Background: an optimization exercise with open tools, aiming at small area, a short achievable clock period and few clock cycles. Do not read the settings as production practice. RTL that was checked went through simulation tests only; none was proved equivalent to the original. Only the layout flow was run in run 1; the RTL was not checked for function there.

==> flow/design.v, too long to show whole: its modules and the start of the top module <==
// module viterbi_top: 1313 lines
// module vit_sgt: 14 lines
// module vit_cmp4: 13 lines
// module vit_gp4: 9 lines
module viterbi_top #(
    parameter N = 8,    
    parameter I = 3,    
    parameter K = 3,    
    parameter W = 16    
)(
    input                      clk,
    input                      rst_n,
    input                      start,
    input  [2:0]               length,
    input  [1:0]               obs_in,
    input                      obs_valid,
    input  signed [W-1:0]      logA_0,  logA_1,  logA_2,
    input  signed [W-1:0]      logA_3,  logA_4,  logA_5,
    input  signed [W-1:0]      logA_6,  logA_7,  logA_8,
    input  signed [W-1:0]      logC_0,  logC_1,  logC_2,
    input  signed [W-1:0]      logB_0,  logB_1,  logB_2,
    input  signed [W-1:0]      logB_3,  logB_4,  logB_5,
    input  signed [W-1:0]      logB_6,  logB_7,  logB_8,
    output [1:0]               path_0,
    output [1:0]               path_1,
    output [1:0]               path_2,
    output [1:0]               path_3,
    output [1:0]               path_4,
    output [1:0]               path_5,
    output [1:0]               path_6,
    output [1:0]               path_7,
    output reg                 done
);
  // ...
==> flow/flow/run.sh <==
#!/bin/bash
# The standard layout (standard.sh), with plain buffers on the ports and
# timing repair aimed below the clock period.
set -euo pipefail
bash standard.sh \
  "BUFFER_PORTS_ARGS=-buffer_cell sky130_fd_sc_hd__buf_2" \
  SETUP_SLACK_MARGIN=7.0  "ADDER_MAP_FILE=" \
  finish > standard.log 2>&1
==> flow/standard.sh <==
#!/bin/bash
# synth_recipe.tcl (not shown) runs the flow's synth.tcl, then flattens the netlist and writes it again
# the make line also repeats each setting of config.mk as NAME=value (left out here)
make -C /OpenROAD-flow-scripts/flow DESIGN_CONFIG=/design/flow/config.mk WORK_HOME=/design/flow/orfs CLKGATE_MAP_FILE= SYNTH_SCRIPT=/design/flow/synth_recipe.tcl "${@:-finish}"
==> flow/config.mk <==
export PLATFORM = sky130hd
export DESIGN_NAME = viterbi_top
export DESIGN_NICKNAME = viterbi_top
export VERILOG_FILES = /design/flow/design.v
export SDC_FILE = /design/flow/constraint.sdc
export NUM_CORES = 4
export LEC_CHECK = 0
export ABC_AREA = 1
export CAP_MARGIN = 20
export CORE_MARGIN = 2
export CORE_UTILIZATION = 40
export SLEW_MARGIN = 20
export SYNTH_HIERARCHICAL = 1
export TNS_END_PERCENT = 0
==> flow/constraint.sdc <==
create_clock -name core_clock -period 12.0 [get_ports {clk}]
set_input_delay 2.4000 -clock core_clock [delete_from_list [all_inputs] [get_ports {clk}]]
set_output_delay 2.4000 -clock core_clock [all_outputs]
set_load 0.01 [all_outputs]
==> impl_metrics.py, run 1 <==
metrics = {
    "status": {
        "run_status": "complete, no violations",
    },
    "floorplan": {
        "rows": 88,
        "pin_count": 362,
    },
    "setup_path": {
        "slowest_stage": "edfxtp_1",
        "cp-endpoint": "path_7[1]",
        "critical_path.cell_chain": "buf_6, inv_2, nor2_1, nor2_1, nand2_1, nor2_1, nand2_1, nand2_2, nand2_2, nand2_4, nor2_4, clkinv_4, o21ai_2, buf_6, clkinvlp_4, clkbuf_16, buf_4, buf_6",
        "rr_endpoint": "delta_2[15]$_DFFE_PP_",
        "cp_max_fo": 7,
        "cp-startpoint": "delta_1[7]$_DFFE_PP_",
    },
    "clock_network": {
        "insertion_delay_ps": 610,
        "clock_sinks": 239,
    },
    "final_layout": {
        "synthToLayoutAreaGrowth_pct": 19.0,
        "final_cell_area_mm2": 0.0278,
        "layout_commonest_cell": "nand2_1",
        "layout.nonclk_buf_share_pct": 9.39,
        "seq_share_pct": 20.6,
    },
    "timing": {
        "fin_crit_ps": 5380,
        "fmax_mhz": 186,
        "skew_ps": 12.5,
    },
    "place": {
        "dpl_cell_area_mm2": 0.0258,
        "dp_hpwl_um": 67600,
        "gp_congestion": 0.945,
    },
    "logic_synthesis": {
        "syn_area_mm2": 0.0233,
    },
    "route": {
        "viasPerCell": 4.95,
    },
}
==> run 2: changes to the inputs <==
--- a/flow/design.v
+++ b/flow/design.v
@@ -1272,22 +1272,112 @@
   assign m_2[8] = m_2_p[8] ^ m_2_G2_7;
   assign m_2[9] = m_2_p[9] ^ m_2_G3_8;
   assign m_2[10] = m_2_p[10] ^ m_2_G3_9;
   assign m_2[11] = m_2_p[11] ^ m_2_G3_10;
   assign m_2[12] = m_2_p[12] ^ m_2_G3_11;
   assign m_2[13] = m_2_p[13] ^ m_2_G3_12;
   assign m_2[14] = m_2_p[14] ^ m_2_G3_13;
   assign m_2[15] = m_2_p[15] ^ m_2_G3_14;
-  wire f10;
-  vit_sgt u_f10 (.x(delta_1), .y(delta_0), .gt(f10));
-  wire f20;
-  vit_sgt u_f20 (.x(delta_2), .y(delta_0), .gt(f20));
-  wire f21;
-  vit_sgt u_f21 (.x(delta_2), .y(delta_1), .gt(f21));
+  wire [15:0] f10_x = {~delta_1[15], delta_1[14:0]};
+  wire [15:0] f10_y = {delta_0[15], ~delta_0[14:0]};
+  wire f10_g0_0 = (f10_x[1] & f10_y[1]) | ((f10_x[1] | f10_y[1]) & (f10_x[0] & f10_y[0]));
+  wire f10_p0_0 = (f10_x[1] | f10_y[1]) & (f10_x[0] | f10_y[0]);
+  wire f10_g0_2 = (f10_x[3] & f10_y[3]) | ((f10_x[3] | f10_y[3]) & (f10_x[2] & f10_y[2]));
+  wire f10_p0_2 = (f10_x[3] | f10_y[3]) & (f10_x[2] | f10_y[2]);
+  wire f10_g0_4 = (f10_x[5] & f10_y[5]) | ((f10_x[5] | f10_y[5]) & (f10_x[4] & f10_y[4]));
+  wire f10_p0_4 = (f10_x[5] | f10_y[5]) & (f10_x[4] | f10_y[4]);
+  wire f10_g0_6 = (f10_x[7] & f10_y[7]) | ((f10_x[7] | f10_y[7]) & (f10_x[6] & f10_y[6]));
+  wire f10_p0_6 = (f10_x[7] | f10_y[7]) & (f10_x[6] | f10_y[6]);
+  wire f10_g0_8 = (f10_x[9] & f10_y[9]) | ((f10_x[9] | f10_y[9]) & (f10_x[8] & f10_y[8]));
+  wire f10_p0_8 = (f10_x[9] | f10_y[9]) & (f10_x[8] | f10_y[8]);
+  wire f10_g0_10 = (f10_x[11] & f10_y[11]) | ((f10_x[11] | f10_y[11]) & (f10_x[10] & f10_y[10]));
+  wire f10_p0_10 = (f10_x[11] | f10_y[11]) & (f10_x[10] | f10_y[10]);
+  wire f10_g0_12 = (f10_x[13] & f10_y[13]) | ((f10_x[13] | f10_y[13]) & (f10_x[12] & f10_y[12]));
+  wire f10_p0_12 = (f10_x[13] | f10_y[13]) & (f10_x[12] | f10_y[12]);
+  wire f10_g0_14 = (f10_x[15] & f10_y[15]) | ((f10_x[15] | f10_y[15]) & (f10_x[14] & f10_y[14]));
+  wire f10_p0_14 = (f10_x[15] | f10_y[15]) & (f10_x[14] | f10_y[14]);
+  wire f10_g1_0 = f10_g0_2 | (f10_p0_2 & f10_g0_0);
+  wire f10_p1_0 = f10_p0_2 & f10_p0_0;
+  wire f10_g1_2 = f10_g0_6 | (f10_p0_6 & f10_g0_4);
+  wire f10_p1_2 = f10_p0_6 & f10_p0_4;
+  wire f10_g1_4 = f10_g0_10 | (f10_p0_10 & f10_g0_8);
+  wire f10_p1_4 = f10_p0_10 & f10_p0_8;
+  wire f10_g1_6 = f10_g0_14 | (f10_p0_14 & f10_g0_12);
+  wire f10_p1_6 = f10_p0_14 & f10_p0_12;
+  wire f10_g2_0 = f10_g1_2 | (f10_p1_2 & f10_g1_0);
+  wire f10_p2_0 = f10_p1_2 & f10_p1_0;
+  wire f10_g2_2 = f10_g1_6 | (f10_p1_6 & f10_g1_4);
+  wire f10_p2_2 = f10_p1_6 & f10_p1_4;
+  wire f10_g3_0 = f10_g2_2 | (f10_p2_2 & f10_g2_0);
+  wire f10 = f10_g3_0;
+  wire [15:0] f20_x = {~delta_2[15], delta_2[14:0]};
+  wire [15:0] f20_y = {delta_0[15], ~delta_0[14:0]};
+  wire f20_g0_0 = (f20_x[1] & f20_y[1]) | ((f20_x[1] | f20_y[1]) & (f20_x[0] & f20_y[0]));
+  wire f20_p0_0 = (f20_x[1] | f20_y[1]) & (f20_x[0] | f20_y[0]);
+  wire f20_g0_2 = (f20_x[3] & f20_y[3]) | ((f20_x[3] | f20_y[3]) & (f20_x[2] & f20_y[2]));
+  wire f20_p0_2 = (f20_x[3] | f20_y[3]) & (f20_x[2] | f20_y[2]);
+  wire f20_g0_4 = (f20_x[5] & f20_y[5]) | ((f20_x[5] | f20_y[5]) & (f20_x[4] & f20_y[4]));
+  wire f20_p0_4 = (f20_x[5] | f20_y[5]) & (f20_x[4] | f20_y[4]);
+  wire f20_g0_6 = (f20_x[7] & f20_y[7]) | ((f20_x[7] | f20_y[7]) & (f20_x[6] & f20_y[6]));
+  wire f20_p0_6 = (f20_x[7] | f20_y[7]) & (f20_x[6] | f20_y[6]);
+  wire f20_g0_8 = (f20_x[9] & f20_y[9]) | ((f20_x[9] | f20_y[9]) & (f20_x[8] & f20_y[8]));
+  wire f20_p0_8 = (f20_x[9] | f20_y[9]) & (f20_x[8] | f20_y[8]);
+  wire f20_g0_10 = (f20_x[11] & f20_y[11]) | ((f20_x[11] | f20_y[11]) & (f20_x[10] & f20_y[10]));
+  wire f20_p0_10 = (f20_x[11] | f20_y[11]) & (f20_x[10] | f20_y[10]);
+  wire f20_g0_12 = (f20_x[13] & f20_y[13]) | ((f20_x[13] | f20_y[13]) & (f20_x[12] & f20_y[12]));
+  wire f20_p0_12 = (f20_x[13] | f20_y[13]) & (f20_x[12] | f20_y[12]);
+  wire f20_g0_14 = (f20_x[15] & f20_y[15]) | ((f20_x[15] | f20_y[15]) & (f20_x[14] & f20_y[14]));
+  wire f20_p0_14 = (f20_x[15] | f20_y[15]) & (f20_x[14] | f20_y[14]);
+  wire f20_g1_0 = f20_g0_2 | (f20_p0_2 & f20_g0_0);
+  wire f20_p1_0 = f20_p0_2 & f20_p0_0;
+  wire f20_g1_2 = f20_g0_6 | (f20_p0_6 & f20_g0_4);
+  wire f20_p1_2 = f20_p0_6 & f20_p0_4;
+  wire f20_g1_4 = f20_g0_10 | (f20_p0_10 & f20_g0_8);
+  wire f20_p1_4 = f20_p0_10 & f20_p0_8;
+  wire f20_g1_6 = f20_g0_14 | (f20_p0_14 & f20_g0_12);
+  wire f20_p1_6 = f20_p0_14 & f20_p0_12;
+  wire f20_g2_0 = f20_g1_2 | (f20_p1_2 & f20_g1_0);
+  wire f20_p2_0 = f20_p1_2 & f20_p1_0;
+  wire f20_g2_2 = f20_g1_6 | (f20_p1_6 & f20_g1_4);
+  wire f20_p2_2 = f20_p1_6 & f20_p1_4;
+  wire f20_g3_0 = f20_g2_2 | (f20_p2_2 & f20_g2_0);
+  wire f20 = f20_g3_0;
+  wire [15:0] f21_x = {~delta_2[15], delta_2[14:0]};
+  wire [15:0] f21_y = {delta_1[15], ~delta_1[14:0]};
+  wire f21_g0_0 = (f21_x[1] & f21_y[1]) | ((f21_x[1] | f21_y[1]) & (f21_x[0] & f21_y[0]));
+  wire f21_p0_0 = (f21_x[1] | f21_y[1]) & (f21_x[0] | f21_y[0]);
+  wire f21_g0_2 = (f21_x[3] & f21_y[3]) | ((f21_x[3] | f21_y[3]) & (f21_x[2] & f21_y[2]));
+  wire f21_p0_2 = (f21_x[3] | f21_y[3]) & (f21_x[2] | f21_y[2]);
+  wire f21_g0_4 = (f21_x[5] & f21_y[5]) | ((f21_x[5] | f21_y[5]) & (f21_x[4] & f21_y[4]));
+  wire f21_p0_4 = (f21_x[5] | f21_y[5]) & (f21_x[4] | f21_y[4]);
+  wire f21_g0_6 = (f21_x[7] & f21_y[7]) | ((f21_x[7] | f21_y[7]) & (f21_x[6] & f21_y[6]));
+  wire f21_p0_6 = (f21_x[7] | f21_y[7]) & (f21_x[6] | f21_y[6]);
+  wire f21_g0_8 = (f21_x[9] & f21_y[9]) | ((f21_x[9] | f21_y[9]) & (f21_x[8] & f21_y[8]));
+  wire f21_p0_8 = (f21_x[9] | f21_y[9]) & (f21_x[8] | f21_y[8]);
+  wire f21_g0_10 = (f21_x[11] & f21_y[11]) | ((f21_x[11] | f21_y[11]) & (f21_x[10] & f21_y[10]));
+  wire f21_p0_10 = (f21_x[11] | f21_y[11]) & (f21_x[10] | f21_y[10]);
+  wire f21_g0_12 = (f21_x[13] & f21_y[13]) | ((f21_x[13] | f21_y[13]) & (f21_x[12] & f21_y[12]));
+  wire f21_p0_12 = (f21_x[13] | f21_y[13]) & (f21_x[12] | f21_y[12]);
+  wire f21_g0_14 = (f21_x[15] & f21_y[15]) | ((f21_x[15] | f21_y[15]) & (f21_x[14] & f21_y[14]));
+  wire f21_p0_14 = (f21_x[15] | f21_y[15]) & (f21_x[14] | f21_y[14]);
+  wire f21_g1_0 = f21_g0_2 | (f21_p0_2 & f21_g0_0);
+  wire f21_p1_0 = f21_p0_2 & f21_p0_0;
+  wire f21_g1_2 = f21_g0_6 | (f21_p0_6 & f21_g0_4);
+  wire f21_p1_2 = f21_p0_6 & f21_p0_4;
+  wire f21_g1_4 = f21_g0_10 | (f21_p0_10 & f21_g0_8);
+  wire f21_p1_4 = f21_p0_10 & f21_p0_8;
+  wire f21_g1_6 = f21_g0_14 | (f21_p0_14 & f21_g0_12);
+  wire f21_p1_6 = f21_p0_14 & f21_p0_12;
+  wire f21_g2_0 = f21_g1_2 | (f21_p1_2 & f21_g1_0);
+  wire f21_p2_0 = f21_p1_2 & f21_p1_0;
+  wire f21_g2_2 = f21_g1_6 | (f21_p1_6 & f21_g1_4);
+  wire f21_p2_2 = f21_p1_6 & f21_p1_4;
+  wire f21_g3_0 = f21_g2_2 | (f21_p2_2 & f21_g2_0);
+  wire f21 = f21_g3_0;
   wire [13:0] mask = busy ? {{2{cnt > 3'd6}}, {2{cnt > 3'd5}}, {2{cnt > 3'd4}},
                              {2{cnt > 3'd3}}, {2{cnt > 3'd2}}, {2{cnt > 3'd1}},
                              2'b11} : 14'd0;
   wire [13:0] p_0 = s2_0 ? surv_2 : s1_0 ? surv_1 : surv_0;
   wire [13:0] p_1 = s2_1 ? surv_2 : s1_1 ? surv_1 : surv_0;
   wire [13:0] p_2 = s2_2 ? surv_2 : s1_2 ? surv_1 : surv_0;
   always @(posedge clk) begin
     if (load) begin
@@ -1307,44 +1397,8 @@
   assign path_1 = sp[3:2];
   assign path_2 = sp[5:4];
   assign path_3 = sp[7:6];
   assign path_4 = sp[9:8];
   assign path_5 = sp[11:10];
   assign path_6 = sp[13:12];
   assign path_7 = best;
 endmodule
-module vit_sgt (
-    input  [15:0] x,
-    input  [15:0] y,
-    output        gt
-);
-  wire [15:0] xa = {~x[15], x[14:0]};
-  wire [15:0] yb = {y[15], ~y[14:0]};
-  wire [3:0] g, p;
-  vit_cmp4 u0 (.a(xa[3:0]),   .b(yb[3:0]),   .g(g[0]), .p(p[0]));
-  vit_cmp4 u1 (.a(xa[7:4]),   .b(yb[7:4]),   .g(g[1]), .p(p[1]));
-  vit_cmp4 u2 (.a(xa[11:8]),  .b(yb[11:8]),  .g(g[2]), .p(p[2]));
-  vit_cmp4 u3 (.a(xa[15:12]), .b(yb[15:12]), .g(g[3]), .p(p[3]));
-  vit_gp4 uc (.g(g), .p(p), .go(gt));
-endmodule
-module vit_cmp4 (
-    input  [3:0] a,
-    input  [3:0] b,
-    output       g,
-    output       p
-);
-  wire [3:0] gi = a & b;
-  wire [3:0] pi = a | b;
-  wire g10 = gi[1] | (pi[1] & gi[0]);
-  wire g32 = gi[3] | (pi[3] & gi[2]);
-  assign g = g32 | (pi[3] & pi[2] & g10);
-  assign p = &pi;
-endmodule
-module vit_gp4 (
-    input  [3:0] g,
-    input  [3:0] p,
-    output       go
-);
-  wire g10 = g[1] | (p[1] & g[0]);
-  wire g32 = g[3] | (p[3] & g[2]);
-  assign go = g32 | (p[3] & p[2] & g10);
-endmodule
==> flow/flow/run.sh (replaced) <==
#!/bin/bash
# The standard layout (standard.sh), with plain buffers on the ports and
# timing repair aimed below the clock period.
set -euo pipefail
bash standard.sh \
  "BUFFER_PORTS_ARGS=-buffer_cell sky130_fd_sc_hd__buf_2" \
  SETUP_SLACK_MARGIN=6.5  \
  finish > standard.log 2>&1
--- a/flow/config.mk
+++ b/flow/config.mk
@@ -5,10 +5,8 @@
 export SDC_FILE = /design/flow/constraint.sdc
 export NUM_CORES = 4
 export LEC_CHECK = 0
 export ABC_AREA = 1
 export CAP_MARGIN = 20
 export CORE_MARGIN = 2
 export CORE_UTILIZATION = 40
 export SLEW_MARGIN = 20
-export SYNTH_HIERARCHICAL = 1
-export TNS_END_PERCENT = 0
==> run 2 against run 1 <==
Highest routed layer unchanged; synthesized cell count down 25%; clock-buffer cell count decreased by 9; via count is 13% lower; hold slack better by 39 ps; die area decreased by 7.7%; cell area rose by 1.6%; clock skew up 4.4 ps; sequential share of layout area decreased by 0.33 points; non-clock buffer count increased by 123.
==> impl_metrics.py, run 2 <==
metrics = {
    "logic_synthesis": {
        "yosysWarnings": 1,
        "synth_cell_types": 60,
        "syn_inst": 3183,
        "syn_area_mm2": 0.0215,
        "synthesis.nets": 3749,
        "yosys_register_bits": 239,
        "synth_top_area_share_pct": 16.8,
        "async_reset_ff_share_pct": 2.09,
        "synth-edff-count": 90,
        "synthFlopType": "dfxtp_1",
        "synth.avg_cell_area_um2": 6.76,
        "synth_top_area_cell": "nand2_1",
        "ys_seq_area_share_pct": 26.5,
        "synth.most_common_cell": "nand2_1",
        "synthTopCellsByArea": "nand2_1 (17%), dfxtp_1 (13%), edfxtp_1 (13%)",
        "synth_common_cells": "nand2_1 (963), inv_1 (502), nor2_1 (234), o21ai_0 (216), ha_1 (173)",
    },
    "place": {
        "gp_congestion": 0.957,
        "pre_cts_ws_ps": 4890,
        "dp_hpwl_um": 60400,
        "io_buffers": 361,
    },
    "floorplan": {
        "fp.dieW_um": 236,
        "fp.dieArea_mm2": 0.0557,
        "initial_core_util_pct": 40.2,
        "rows": 85,
        "die_h_um": 236,
        "pin_count": 362,
        "core_area_mm2": 0.0535,
    },
    "global_routing": {
        "use_met1_pct": 39.3,
        "grt_use_met3_pct": 4.53,
        "top_usage_layer": "met2",
        "grt_pass1_vias": 21300,
        "grt_start_max_net_pins": 68,
        "grt.overflow.total": 0,
        "grt_pass1_wl_um": 124000,
        "grtUsageMet2_pct": 47.0,
        "grt_use_total_pct": 29.0,
        "antenna_found_initial": 0,
    },
    "route": {
        "first_pass_iters": 6,
        "drt_iter0_markers": 2284,
        "drc": 0,
        "wl_per_cell_um": 19.1,
        "routed_wl_um": 85100,
        "ant_nets": 0,
        "viasPerCell": 5.24,
        "vias": 23400,
    },
    "final_layout": {
        "synthToLayoutAreaGrowth_pct": 31.2,
        "final_nets": 4302,
        "mostFrequentLayoutCells": "nand2_1 (908), inv_1 (450), buf_2 (359)",
        "layout_commonest_cell": "nand2_1",
        "diodes": 0,
        "final_util_pct": 52.8,
        "drive_gt1_share_pct": 27.6,
    },
    "setup_path": {
        "cp-start-kind": "flip-flop",
        "path_class": "flip-flop to flip-flop",
        "cp_max_fo": 5,
        "crit-reg2reg-launch": "delta_1[0]$_DFFE_PP_",
        "cp-startpoint": "delta_1[0]$_DFFE_PP_",
        "worstPathRequired_ps": 12360,
        "critPathArrivalTime_ps": 6040,
        "crit_path_end_kind": "flip-flop",
        "slowest_stage": "fa_2",
        "cp_slowest_stage_delay_ps": 510,
    },
    "clock_network": {
        "cts_tree": "yes",
        "cts_buffers": 29,
        "clockBufferDepth": 3,
        "root_buffer": "clkbuf_16",
        "clock_sinks": 239,
        "cts.clk_slew.worst_paths_ps": 60,
        "htree_levels": 1,
        "insertion_delay_ps": 610,
    },
    "timing": {
        "skew_ps": 16.8,
        "layout_setup_ws_ps": 6320,
        "period_share_pct": 47.3,
        "rsz0062_at_grt": "true",
        "fin_setup_tns_ps": 0,
        "hold_slack_ps": 524,
        "fmax_mhz": 176,
        "tightest_slew_ps": 1030,
        "report.final.hold_viol_count": 0,
        "fin_crit_ps": 5680,
        "setup_viol": 0,
        "maxSlewViolCount": 0,
        "relSlewSlack_pct": 31.4,
    },
    "min_path": {
        "hp-class": "flip-flop to flip-flop",
        "min_from": "done$_DFFE_PN0P_",
    },
    "status": {
        "run_status": "complete, no violations",
    },
    "flow_run": {
        "cap_violations": 0,
    },
}
run 2: per-layer routing:
metal	share of wire, %	wire length, µm	vias up
met4	3.9	3350	0
met3	8.2	6960	160
li1	-	-	11500
met1	43	36800	10700
met5	0	0	-
met2	45	38000	1001
run 2: path summary, 6_finish.rpt:
| kind | depth (start not counted) | end | slack, ps |
|---|---|---|---|
| min in group asynchronous | 1 | cnt[1]$_DFFE_PN0P_ | 1610 |
| worst min-delay path | 1 | done$_DFFE_PN0P_ | 520 |
| worst max-delay path | 39 | delta_2[8]$_DFFE_PP_ | 6320 |
| max in group asynchronous | 1 | busy$_DFFE_PN0P_ | 10240 |
| worst max register to register | 39 | delta_2[8]$_DFFE_PP_ | 6320 |
| worst min register to register | 1 | done$_DFFE_PN0P_ | 520 |
run 2: cell families (layout without fill, tap and decap cells):
logic type	Yosys count	after routing	share of synthesized area, %
AOI/OAI and AO/OA	577	577	16.0
xor gates and xnor gates	77	77	3.13
adders and majority gates	225	225	14.7
buffers and inverters	593	1158	11.2
DFF	239	239	26.5
muxes	2	2	0.0930
and+or+nand+nor	1470	1481	28.3
run 2: layout make-up:
| cell class | instances | area, µm² |
|---|---|---|
| repair inverters | 3 | 21.3 |
| flip-flops and latches | 239 | 5710 |
| fillers | 5255 | 25300 |
| well taps | 696 | 871 |
| multi-input cells | 2362 | 14800 |
| clock buffers | 32 | 790 |
| inverters | 519 | 2010 |
| repair buffers | 582 | 3850 |
| clock inverters | 22 | 155 |
run 2: what timing repair did:
| item | CTS | global route |
|---|---|---|
| setup endpoints to repair | 58 | 44 |
| hold buffers | 0 | 0 |
| cloned | 15 | 3 |
| pin swaps | 116 | 141 |
| setup buffers | 129 | 78 |
| gates resized for setup | 249 | 193 |
run 2: critical path: cells and delay by family, from the launching register on:
kind | cells | cell delay, ps
XOR/XNOR | 1 | 180
AO/OA/AOI/OAI | 6 | 700
adder cells (fa/ha/maj) | 6 | 2020
flip-flops | 1 | 350
AND/OR/NAND/NOR | 16 | 1500
buffers and inverters | 10 | 670
run 2: stage by stage:
stage	cells	cell area, µm²
6_report	4455	28200
2_1_floorplan	3183	21500
3_5_place_dp	4176	23800
5_1_grt	4455	28200
4_1_cts	4374	26800
3_3_place_gp	4176	23800
Testbench counts of run 2, summed over its fixed seeds: cycles 44,222.
==> run 3: changes to the inputs <==
--- a/flow/flow/run.sh
+++ b/flow/flow/run.sh
@@ -4,5 +4,5 @@
 set -euo pipefail
 bash standard.sh \
   "BUFFER_PORTS_ARGS=-buffer_cell sky130_fd_sc_hd__buf_2" \
-  SETUP_SLACK_MARGIN=6.5  \
+  SETUP_SLACK_MARGIN=7.0  "ADDER_MAP_FILE=" \
   finish > standard.log 2>&1
==> run 3 against run 2 <==
Critical path depth decreased by 21; hold slack got worse by 25 ps; die area increased by 8.4%; clock-buffer cell count increased by 2; clock skew increased by 10 ps; wire length increased by 2.5%.
==> impl_metrics.py, run 3 <==
metrics = {
    "floorplan": {
        "fp.dieArea_mm2": 0.0604,
        "die_h_um": 246,
        "fp.dieW_um": 246,
        "pin_count": 362,
        "core_area_mm2": 0.0577,
        "initial_core_util_pct": 40.5,
        "rows": 88,
    },
    "logic_synthesis": {
        "ys_seq_area_share_pct": 24.4,
        "synthTopCellsByArea": "nand2_1 (26%), dfxtp_1 (12%), edfxtp_1 (12%)",
        "synth_top_area_cell": "nand2_1",
        "synth-edff-count": 90,
        "synth_common_cells": "nand2_1 (1,604), inv_1 (517), nor2_1 (471), nand3_1 (276), a21oi_1 (152)",
        "synth_top_area_share_pct": 25.8,
        "synth.most_common_cell": "nand2_1",
        "yosys_register_bits": 239,
        "syn_area_mm2": 0.0234,
        "syn_inst": 4116,
        "async_reset_ff_share_pct": 2.09,
        "synthFlopType": "dfxtp_1",
        "yosysWarnings": 1,
        "synthesis.nets": 4461,
        "synth_cell_types": 60,
        "synth.avg_cell_area_um2": 5.68,
    },
    "setup_path": {
        "worstPathRequired_ps": 9600,
        "critPathTopFamily": "compound AO/OA/AOI/OAI gates",
        "cp-start-kind": "flip-flop",
        "ff2ff_setup_slack_ps": 7330,
        "crit-reg2reg-launch": "delta_1[5]$_DFFE_PP_",
        "cp-startpoint": "delta_1[1]$_DFFE_PP_",
        "path_class": "flip-flop to primary output",
        "cp_slowest_stage_delay_ps": 490,
        "crit_path_end_kind": "primary output",
        "critPathArrivalTime_ps": 3470,
        "cp_max_fo": 5,
        "cp_common_cell": "a21oi_1",
        "critical_path.cell_chain": "o211ai_1, a31oi_1, a21oi_1, a21oi_1, o22ai_1, nand2_1, o21ai_2, o21ai_1, a21oi_2, a21oi_1, o211ai_1, nand3_2, buf_4, nand2_8, nand2_8, buf_6, o221ai_2, buf_2",
        "critPathBufInv": 3,
        "slowest_stage": "edfxtp_1",
    },
    "route": {
        "wl_per_cell_um": 16.5,
        "vias": 26500,
        "ant_nets": 0,
        "drc": 0,
        "first_pass_iters": 5,
        "drt_iter0_markers": 2033,
        "viasPerCell": 5.02,
        "routed_wl_um": 87200,
    },
    "timing": {
        "fin_crit_ps": 5870,
        "layout_setup_ws_ps": 6130,
        "rsz0062_at_grt": "true",
        "setup_viol": 0,
        "tightest_slew_ps": 862,
        "skew_ps": 27.3,
        "fin_setup_tns_ps": 0,
        "report.final.hold_viol_count": 0,
        "fmax_mhz": 170,
        "maxSlewViolCount": 0,
        "relSlewSlack_pct": 42.6,
        "period_share_pct": 48.9,
    },
    "flow_run": {
        "cap_violations": 0,
    },
    "place": {
        "io_buffers": 361,
        "dp_hpwl_um": 67000,
        "gp_congestion": 0.957,
        "pre_cts_ws_ps": 5330,
    },
    "global_routing": {
        "grt_pass1_vias": 23500,
        "grt_use_total_pct": 27.4,
        "grt.overflow.total": 0,
        "grt_start_max_net_pins": 57,
        "antenna_found_initial": 2,
        "grt_pass1_wl_um": 128000,
    },
    "final_layout": {
        "synthToLayoutAreaGrowth_pct": 18.1,
        "nFillCells": 6237,
        "mostFrequentLayoutCells": "nand2_1 (1,588), inv_1 (513), nor2_1 (466)",
        "final_nets": 4839,
        "layout_commonest_cell": "nand2_1",
        "drive_gt1_share_pct": 18.8,
        "multi_input_comb_area_mm2": 0.0152,
        "seqCellArea_mm2": 0.00571,
    },
    "min_path": {
        "min_from": "done$_DFFE_PN0P_",
        "hp-class": "flip-flop to flip-flop",
    },
    "clock_network": {
        "htree_levels": 1,
        "clock_sinks": 239,
        "insertion_delay_ps": 620,
        "cts.hold.buffers_added": 0,
        "cts.clk_slew.worst_paths_ps": 60,
        "clockBufferDepth": 3,
        "root_buffer": "clkbuf_16",
        "cts_buffers": 31,
        "cts_tree": "yes",
    },
    "status": {
        "run_status": "complete, no violations",
    },
}
run 3: changes by cell type after synthesis, sizes merged, moves of 51 or more:
cell and change:
nand2 +701, inv +51, nand3 +116, nor2 +280, o21ai -115, ha -173
run 3: layout make-up:
type | count | share of cell area (%)
multi-input cells | 3213 | 55.0
flip-flops and latches | 239 | 20.7
repair buffers | 437 | 9.05
inverters | 570 | 7.84
well taps | 765 | 3.47
clock buffers | 34 | 2.93
clock inverters | 24 | 0.839
repair inverters | 2 | 0.0726
diodes | 4 | 0.0363
run 3: through the flow:
step,hold slack (ps),util (%),instance area (µm²),cells
6_report,499,47.8,27600,5288
5_1_grt,546,47.8,27600,5284
4_1_cts,503,46.7,26900,5229
3_5_place_dp,488,44.3,25500,5144
3_3_place_gp,480,44.3,25500,5144
2_1_floorplan,530,-,23400,4116
run 3: routing by layer:
| layer | track usage (%) | vias to the layer above | part of all wire [%] |
|---|---|---|---|
| li1 | - | 13800 | - |
| met1 | 35.7 | 11800 | 43 |
| met2 | 47.1 | 845 | 47 |
| met3 | 3.19 | 118 | 7.4 |
| met4 | 8.38 | 0 | 2.8 |
| met5 | 0 | - | 0 |
run 3: worst register-to-register path: cells and delay by family, from the launching register on:
| family | cells | cell delay (ps) |
|---|---|---|
| compound gates | 2 | 410 |
| buf+inv | 4 | 430 |
| flops | 1 | 630 |
| simple gates | 27 | 2930 |
run 3: what timing repair did:
action                                  4_1_cts  5_1_grt
buffers inserted                             21       46
pin swaps                                    14       21
endpoints found under the setup margin       47       50
gates cloned                                  6        9
resized for setup                            34       37
run 3: cells by family (layout without fill, tap and decap cells):
| family | Yosys count | after routing | share of synthesized area, % |
|---|---|---|---|
| buffers and inverters | 675 | 1067 | 12.0 |
| and+or+nand+nor | 2674 | 2685 | 49.1 |
| muxes | 4 | 4 | 0.177 |
| xor gates and xnor gates | 51 | 51 | 2.07 |
| DFF | 239 | 239 | 24.4 |
| other | 0 | 4 | 0 |
| AOI/OAI and AO/OA | 473 | 473 | 12.3 |
run 3: path summary, 6_finish.rpt:
check / cells past startpoint / to
hold reg to reg: 1 / done$_DFFE_PN0P_
max in group asynchronous: 1 / busy$_DFFE_PN0P_
hold / removal: 1 / done$_DFFE_PN0P_
setup reg to reg: 33 / delta_1[15]$_DFFE_PP_
min in group asynchronous: 1 / cnt[0]$_DFFE_PN0P_
setup / recovery: 18 / path_3[0]
==> run 4: changes to the inputs <==
--- a/flow/flow/run.sh
+++ b/flow/flow/run.sh
@@ -4,5 +4,5 @@
 set -euo pipefail
 bash standard.sh \
   "BUFFER_PORTS_ARGS=-buffer_cell sky130_fd_sc_hd__buf_2" \
-  SETUP_SLACK_MARGIN=7.0  "ADDER_MAP_FILE=" \
+  SETUP_SLACK_MARGIN=6.5  "ADDER_MAP_FILE=" \
   finish > standard.log 2>&1
==> run 4 against run 3 <==
Sequential cell count unchanged; final cell count decreased by 0.89%; largest cell class unchanged; sequential share of layout area increased by 0.42 points; critical path type unchanged; clock skew increased by 17 ps.
==> impl_metrics.py, run 4 <==
metrics = {
    "status": {
        "run_status": "complete, no violations",
    },
    "logic_synthesis": {
        "async_reset_ff_share_pct": 2.09,
        "synthTopCellsByArea": "nand2_1 (26%), dfxtp_1 (12%), edfxtp_1 (12%)",
        "synth_top_area_cell": "nand2_1",
        "synth_simple_gate_area_share_pct": 49.1,
        "syn_inst": 4116,
        "ys_seq_area_share_pct": 24.4,
        "yosysWarnings": 1,
        "synth_top_family_by_area": "simple AND/OR/NAND/NOR gates",
        "synth_cell_types": 60,
        "syn_area_mm2": 0.0234,
        "synth_common_cells": "nand2_1 (1,604), inv_1 (517), nor2_1 (471), nand3_1 (276), a21oi_1 (152)",
        "synth_mux_area_share_pct": 0.177,
        "synthFlopType": "dfxtp_1",
        "synth.avg_cell_area_um2": 5.68,
        "yosys_register_bits": 239,
        "synth.most_common_cell": "nand2_1",
        "synthesis.nets": 4461,
        "synthAdderAreaFrac_pct": 0,
        "synth_compound_area_share_pct": 12.3,
        "synth_xor_area_share_pct": 2.07,
        "synth_top_area_share_pct": 25.8,
        "synth-edff-count": 90,
    },
    "global_routing": {
        "grt_pass1_vias": 23500,
        "top_usage_layer": "met2",
        "grt.overflow.total": 0,
        "antenna_found_initial": 3,
        "grt_use_total_pct": 27.4,
        "grt_use_met3_pct": 2.50,
        "grt_pass1_wl_um": 128000,
        "grtUsageMet2_pct": 46.3,
        "grt_start_max_net_pins": 58,
        "use_met1_pct": 36.5,
    },
    "clock_network": {
        "root_buffer": "clkbuf_16",
        "cts.hold.buffers_added": 0,
        "clockBufferDepth": 3,
        "htree_levels": 1,
        "cts_tree": "yes",
        "cts_buffers": 31,
        "cts.clk_slew.worst_paths_ps": 60,
        "insertion_delay_ps": 620,
        "clock_sinks": 239,
    },
    "floorplan": {
        "die_h_um": 246,
        "fp.dieW_um": 246,
        "rows": 88,
        "initial_core_util_pct": 40.5,
        "core_area_mm2": 0.0577,
        "pin_count": 362,
        "fp.dieArea_mm2": 0.0604,
    },
    "route": {
        "drt_iter0_markers": 1871,
        "routed_wl_um": 85700,
        "ant_nets": 0,
        "first_pass_iters": 6,
        "viasPerCell": 5.01,
        "vias": 26300,
        "drc": 0,
        "wl_per_cell_um": 16.3,
    },
    "timing": {
        "tightest_slew_ps": 817,
        "period_share_pct": 49.0,
        "rsz0062_at_grt": "true",
        "relSlewSlack_pct": 45.4,
        "setup_viol": 0,
        "layout_setup_ws_ps": 6120,
        "skew_ps": 44.3,
        "fin_setup_tns_ps": 0,
        "fin_crit_ps": 5880,
        "maxSlewViolCount": 0,
        "report.final.hold_viol_count": 0,
        "fmax_mhz": 170,
    },
    "final_layout": {
        "mostFrequentLayoutCells": "nand2_1 (1,595), inv_1 (513), nor2_1 (469)",
        "synthToLayoutAreaGrowth_pct": 15.7,
        "drive_gt1_share_pct": 17.4,
        "seqCellArea_mm2": 0.00571,
        "nFillCells": 6236,
        "final_nets": 4794,
        "final_util_pct": 46.9,
        "final_cell_area_mm2": 0.0270,
        "layout_commonest_cell": "nand2_1",
        "multi_input_comb_area_mm2": 0.0150,
    },
    "place": {
        "dp_hpwl_um": 67200,
        "io_buffers": 361,
        "dpl_cell_area_mm2": 0.0255,
        "gp_congestion": 0.946,
        "pre_cts_ws_ps": 5340,
    },
    "flow_run": {
        "cap_violations": 0,
    },
    "setup_path": {
        "path_class": "flip-flop to primary output",
        "critPathArrivalTime_ps": 3480,
        "cp-startpoint": "delta_1[1]$_DFFE_PP_",
        "worstPathRequired_ps": 9600,
        "crit_path_end_kind": "primary output",
        "cp-start-kind": "flip-flop",
        "cp_max_fo": 5,
        "crit-reg2reg-launch": "delta_2[8]$_DFFE_PP_",
    },
    "min_path": {
        "hp-class": "flip-flop to flip-flop",
        "min_from": "done$_DFFE_PN0P_",
    },
}
-- run 4: worst paths after layout --
kind                       cells after the start                    end  slack (ps)
min reg2reg                                    1       done$_DFFE_PN0P_         490
max                                           19              path_4[0]        6120
min in group asynchronous                      1     cnt[1]$_DFFE_PN0P_        1600
max reg2reg                                   27  delta_2[14]$_DFFE_PP_        6920
max in group asynchronous                      1       busy$_DFFE_PN0P_       10250
min                                            1       done$_DFFE_PN0P_         490
-- run 4: final cells by class --
class                      count  share of cell area [%]
clock buffer                  40                    3.30
inverter                     570                    7.97
timing repair buffer         400                    7.85
tap                          765                    3.54
sequential                   239                    21.1
multi-input combinational   3206                    55.5
clock inverter                18                   0.629
antenna                        2                  0.0185
timing repair inverter         1                  0.0324
-- run 4: metal layers --
metal / part of all wire (%) / wire length, µm
met1: 44 / 37800
met2: 46 / 39300
met3: 6.3 / 5370
met4: 3.7 / 3140
met5: 0.013 / 11
-- run 4: logic make-up (layout without fill, tap and decap cells) --
kind of cell,count (synthesis),in the layout
AO/OA/AOI/OAI,473,473
XOR/XNOR,51,51
buffers and inverters,675,1029
flip-flops,239,239
multiplexers,4,4
other,0,2
AND/OR/NAND/NOR,2674,2678
-- run 4: repair_timing --
item                                    CTS  global route
gates cloned                              3             3
setup buffers                            23             8
pin swaps                                 8             9
gates resized for setup                  28             7
endpoints found under the setup margin   28            44
hold endpoints to repair                  0             0
-- run 4: critical path, stage by stage (launching register included) --
cell and delay (ps):
edfxtp_1 480, o211ai_1 220, a31oi_1 100, a21oi_1 180, a21oi_1 60, o22ai_1 160, nand2_1 70, o21ai_1 90
o21ai_1 100, a21oi_2 180, a21oi_1 60, o211ai_1 210, nand3_2 130, nor2_4 240, inv_2 80, nand2_4 120
clkinv_4 90, nand2_1 70, o211ai_1 90, buf_2 150
-- run 4: through the flow --
step | instances | hold slack, ps
finish | 5241 | 492
global route | 5239 | 531
CTS | 5228 | 497
detailed placement | 5144 | 483
global placement | 5144 | 473
floorplan | 4116 | 530
==> run 5: changes to the inputs <==
--- a/flow/config.mk
+++ b/flow/config.mk
@@ -5,7 +5,6 @@
 export SDC_FILE = /design/flow/constraint.sdc
 export NUM_CORES = 4
 export LEC_CHECK = 0
-export ABC_AREA = 1
 export CAP_MARGIN = 20
 export CORE_MARGIN = 2
 export CORE_UTILIZATION = 40
==> run 5 against run 4 <==
Still clean on timing, DRC and antenna; clock skew decreased by 25 ps; first-iteration DRC count increased by 13%; maximum frequency decreased by 36%; register-to-register slack got worse by 1500 ps; final cell count decreased by 26%; sequential cell count unchanged; setup slack got worse by 3300 ps; wire length increased by 10%; area after synthesis decreased by 5.7%; global-route usage increased by 4.2 points.
==> impl_metrics.py, run 5 <==
metrics = {
    "min_path": {
        "hold_path_depth": 1,
        "hp-class": "flip-flop to flip-flop",
    },
    "route": {
        "routed_wl_um": 94500,
        "wl_per_cell_um": 24.3,
        "drt_iter0_markers": 2112,
        "vias": 23900,
        "first_pass_iters": 8,
        "ant_nets": 0,
        "viasPerCell": 6.14,
        "drc": 0,
    },
    "logic_synthesis": {
        "synth_top_area_share_pct": 13.1,
        "synth_xor_area_share_pct": 14.8,
        "synth-edff-count": 90,
        "synth_simple_gate_area_share_pct": 17.3,
        "synthesis.nets": 3069,
        "synth.avg_cell_area_um2": 8.09,
        "synth_common_cells": "nor2_1 (256), xnor2_1 (239), nand2_1 (210), a21oi_1 (190), dfxtp_1 (144)",
        "synth.most_common_cell": "nor2_1",
        "synth_top_area_cell": "dfxtp_1",
        "synthTopCellsByArea": "dfxtp_1 (13%), edfxtp_1 (12%), xnor2_1 (9.5%)",
        "synth_mux_area_share_pct": 6.37,
        "async_reset_ff_share_pct": 2.09,
        "synthAdderAreaFrac_pct": 5.91,
        "synth_cell_types": 95,
        "yosys_register_bits": 239,
        "syn_area_mm2": 0.0220,
        "synthFlopType": "dfxtp_1",
        "synth_top_family_by_area": "compound AO/OA/AOI/OAI gates",
        "synth_compound_area_share_pct": 25.5,
        "yosysWarnings": 1,
        "syn_inst": 2724,
        "ys_seq_area_share_pct": 25.9,
    },
    "floorplan": {
        "rows": 86,
        "pin_count": 362,
        "core_area_mm2": 0.0548,
        "fp.dieW_um": 239,
        "initial_core_util_pct": 40.2,
        "fp.dieArea_mm2": 0.0570,
        "die_h_um": 239,
    },
    "setup_path": {
        "r2r_cells": 23,
        "crit_path_end_kind": "primary output",
        "path_class": "flip-flop to primary output",
        "cp_max_fo": 15,
        "critPathArrivalTime_ps": 6800,
        "worstPathRequired_ps": 9600,
        "cp-start-kind": "flip-flop",
    },
    "clock_network": {
        "cts_buffers": 29,
        "cts.clk_slew.worst_paths_ps": 60,
        "clock_sinks": 239,
        "cts_tree": "yes",
        "htree_levels": 1,
        "insertion_delay_ps": 610,
        "clockBufferDepth": 3,
        "root_buffer": "clkbuf_16",
    },
    "global_routing": {
        "grt_use_total_pct": 31.6,
        "grt.overflow.total": 0,
        "grt_start_max_net_pins": 86,
        "grt_pass1_vias": 22900,
        "antenna_found_initial": 2,
        "grt_pass1_wl_um": 137000,
    },
    "final_layout": {
        "synthToLayoutAreaGrowth_pct": 32.5,
        "drive_gt1_share_pct": 32.4,
        "nFillCells": 5068,
        "final_util_pct": 53.3,
        "final_nets": 3507,
        "mostFrequentLayoutCells": "buf_2 (358), nor2_1 (250), nand2_1 (204)",
        "layout_commonest_cell": "buf_2",
    },
    "place": {
        "dp_hpwl_um": 70000,
        "io_buffers": 361,
        "gp_congestion": 0.961,
        "pre_cts_ws_ps": 2970,
    },
    "timing": {
        "period_share_pct": 76.7,
        "relSlewSlack_pct": 22.8,
        "report.final.hold_viol_count": 0,
        "rsz0062_at_grt": "true",
        "setup_viol": 0,
        "fin_setup_tns_ps": 0,
        "layout_setup_ws_ps": 2800,
        "skew_ps": 18.9,
        "tightest_slew_ps": 1150,
        "fin_crit_ps": 9200,
        "maxSlewViolCount": 0,
        "fmax_mhz": 109,
    },
    "status": {
        "run_status": "complete, no violations",
    },
    "flow_run": {
        "cap_violations": 0,
    },
}
run 5: cell count changes in the layout (fill, tap and decap cells not counted), moves of 142 or more:
cell and delta:
nand2_1 -1391, inv_1 -448, nor2_1 -219, nand3_1 -215
xnor2_1 +169, buf_4 +142
run 5: metal layers:
metal  wire length (µm)  share of wire, %  track usage (%)  vias to the layer above
met3               7420               7.9             4.80                      210
li1                   -                 -                -                    11000
met5                 27             0.029                0                        -
met2              42800                45             52.1                     1174
met4               3810               4.0             11.4                        4
met1              40400                43             41.9                    11500
run 5: layout make-up:
cell class / count / area (µm²) / share of cell area, %
diodes: 2 / 5.00 / 0.0172
repair buffers: 563 / 3560 / 12.2
inverters: 68 / 258 / 0.883
flip-flops and latches: 239 / 5710 / 19.6
well taps: 704 / 881 / 3.02
clock buffers: 42 / 910 / 3.12
multi-input cells: 2261 / 17800 / 60.9
clock inverters: 10 / 85.1 / 0.292
run 5: logic make-up (layout without fill, tap and decap cells):
logic type	after synthesis	count (layout)
other	0	2
DFF	239	239
muxes	137	137
AOI/OAI and AO/OA	810	811
buffers and inverters	226	683
adders and majority gates	128	128
xor gates and xnor gates	372	372
and+or+nand+nor	812	813
run 5: final timing paths:
check | start | endpoint | slack, ps
setup / recovery | delta_1[0]$_DFFE_PP_ | path_0[0] | 2800
hold / removal | done$_DFFE_PN0P_ | done$_DFFE_PN0P_ | 590
hold reg to reg | done$_DFFE_PN0P_ | done$_DFFE_PN0P_ | 590
min in group asynchronous | rst_n | cnt[2]$_DFFE_PN0P_ | 1600
max in group asynchronous | rst_n | busy$_DFFE_PN0P_ | 10240
setup reg to reg | delta_0[0]$_DFFE_PP_ | delta_1[15]$_DFFE_PP_ | 5470
run 5: what timing repair did:
| action | in CTS | in global routing |
|---|---|---|
| resized for setup | 258 | 131 |
| cloned | 3 | 2 |
| endpoints found under the setup margin | 106 | 85 |
| pin swaps | 69 | 47 |
| buffers inserted | 125 | 53 |
| hold buffers | 0 | 0 |
run 5: stage by stage:
stage	std cells	instance area [µm²]	hold slack, ps
after detailed placement	3652	24600	547
after global routing	3888	29200	590
after global placement	3652	24600	539
after floorplan	2724	22500	538
after CTS	3832	28000	570
final	3889	29200	594
run 5: critical path, cell delays in order, from the launching register on:
cell and delay [ps]:
edfxtp_1 440, nor2b_4 160, maj3_2 310, maj3_2 310, maj3_2 330, maj3_2 310
maj3_2 310, maj3_2 320, maj3_2 320, maj3_2 310, maj3_2 330, maj3_2 310
maj3_2 320, maj3_2 310, maj3_2 310, maj3_2 310, maj3_2 380, nor2_8 140
buf_12 180, mux2i_2 270, a21oi_2 80, buf_2 140

static timing again, ports no longer ideal:
In the flow no input, the clock included, has a driving cell. The finished layouts below were timed again as built, in two steps. Step 1, drivers: a clkbuf_16 drives clk and a buf_2 each remaining input, both assumed. Step 2 times the ports against the registers' clock, not the clock port: input delays grow and output delays shrink by t, the midpoint of the rising clock arrivals with the driver on. Slacks: no drivers / after step 1 / after step 2; pairs: no drivers / after step 1.
run | shift t [ns] | slack for setup (ns) | clock arrival spread, ns | worst slew at a driven data input, ns | cell pins on the clock port's net
run 1 | 0.667 | 6.621 / 6.555 / 6.184 | 0.013 / 0.013 | 0.07 | 1
run 2 | 0.658 | 6.324 / 6.320 / 5.766 | 0.017 / 0.016 | 0.06 | 1
run 3 | 0.664 | 6.131 / 6.072 / 6.564 | 0.027 / 0.028 | 0.07 | 1
run 4 | 0.652 | 6.120 / 6.062 / 6.194 | 0.045 / 0.044 | 0.08 | 1
run 5 | 0.671 | 2.798 / 2.732 / 3.402 | 0.019 / 0.019 | 0.09 | 1
After both steps setup and hold are still met in every run listed. For run 2, which loses most, drivers alone change the setup slack by -0.004 ns; drivers and shift together by -0.558 ns.
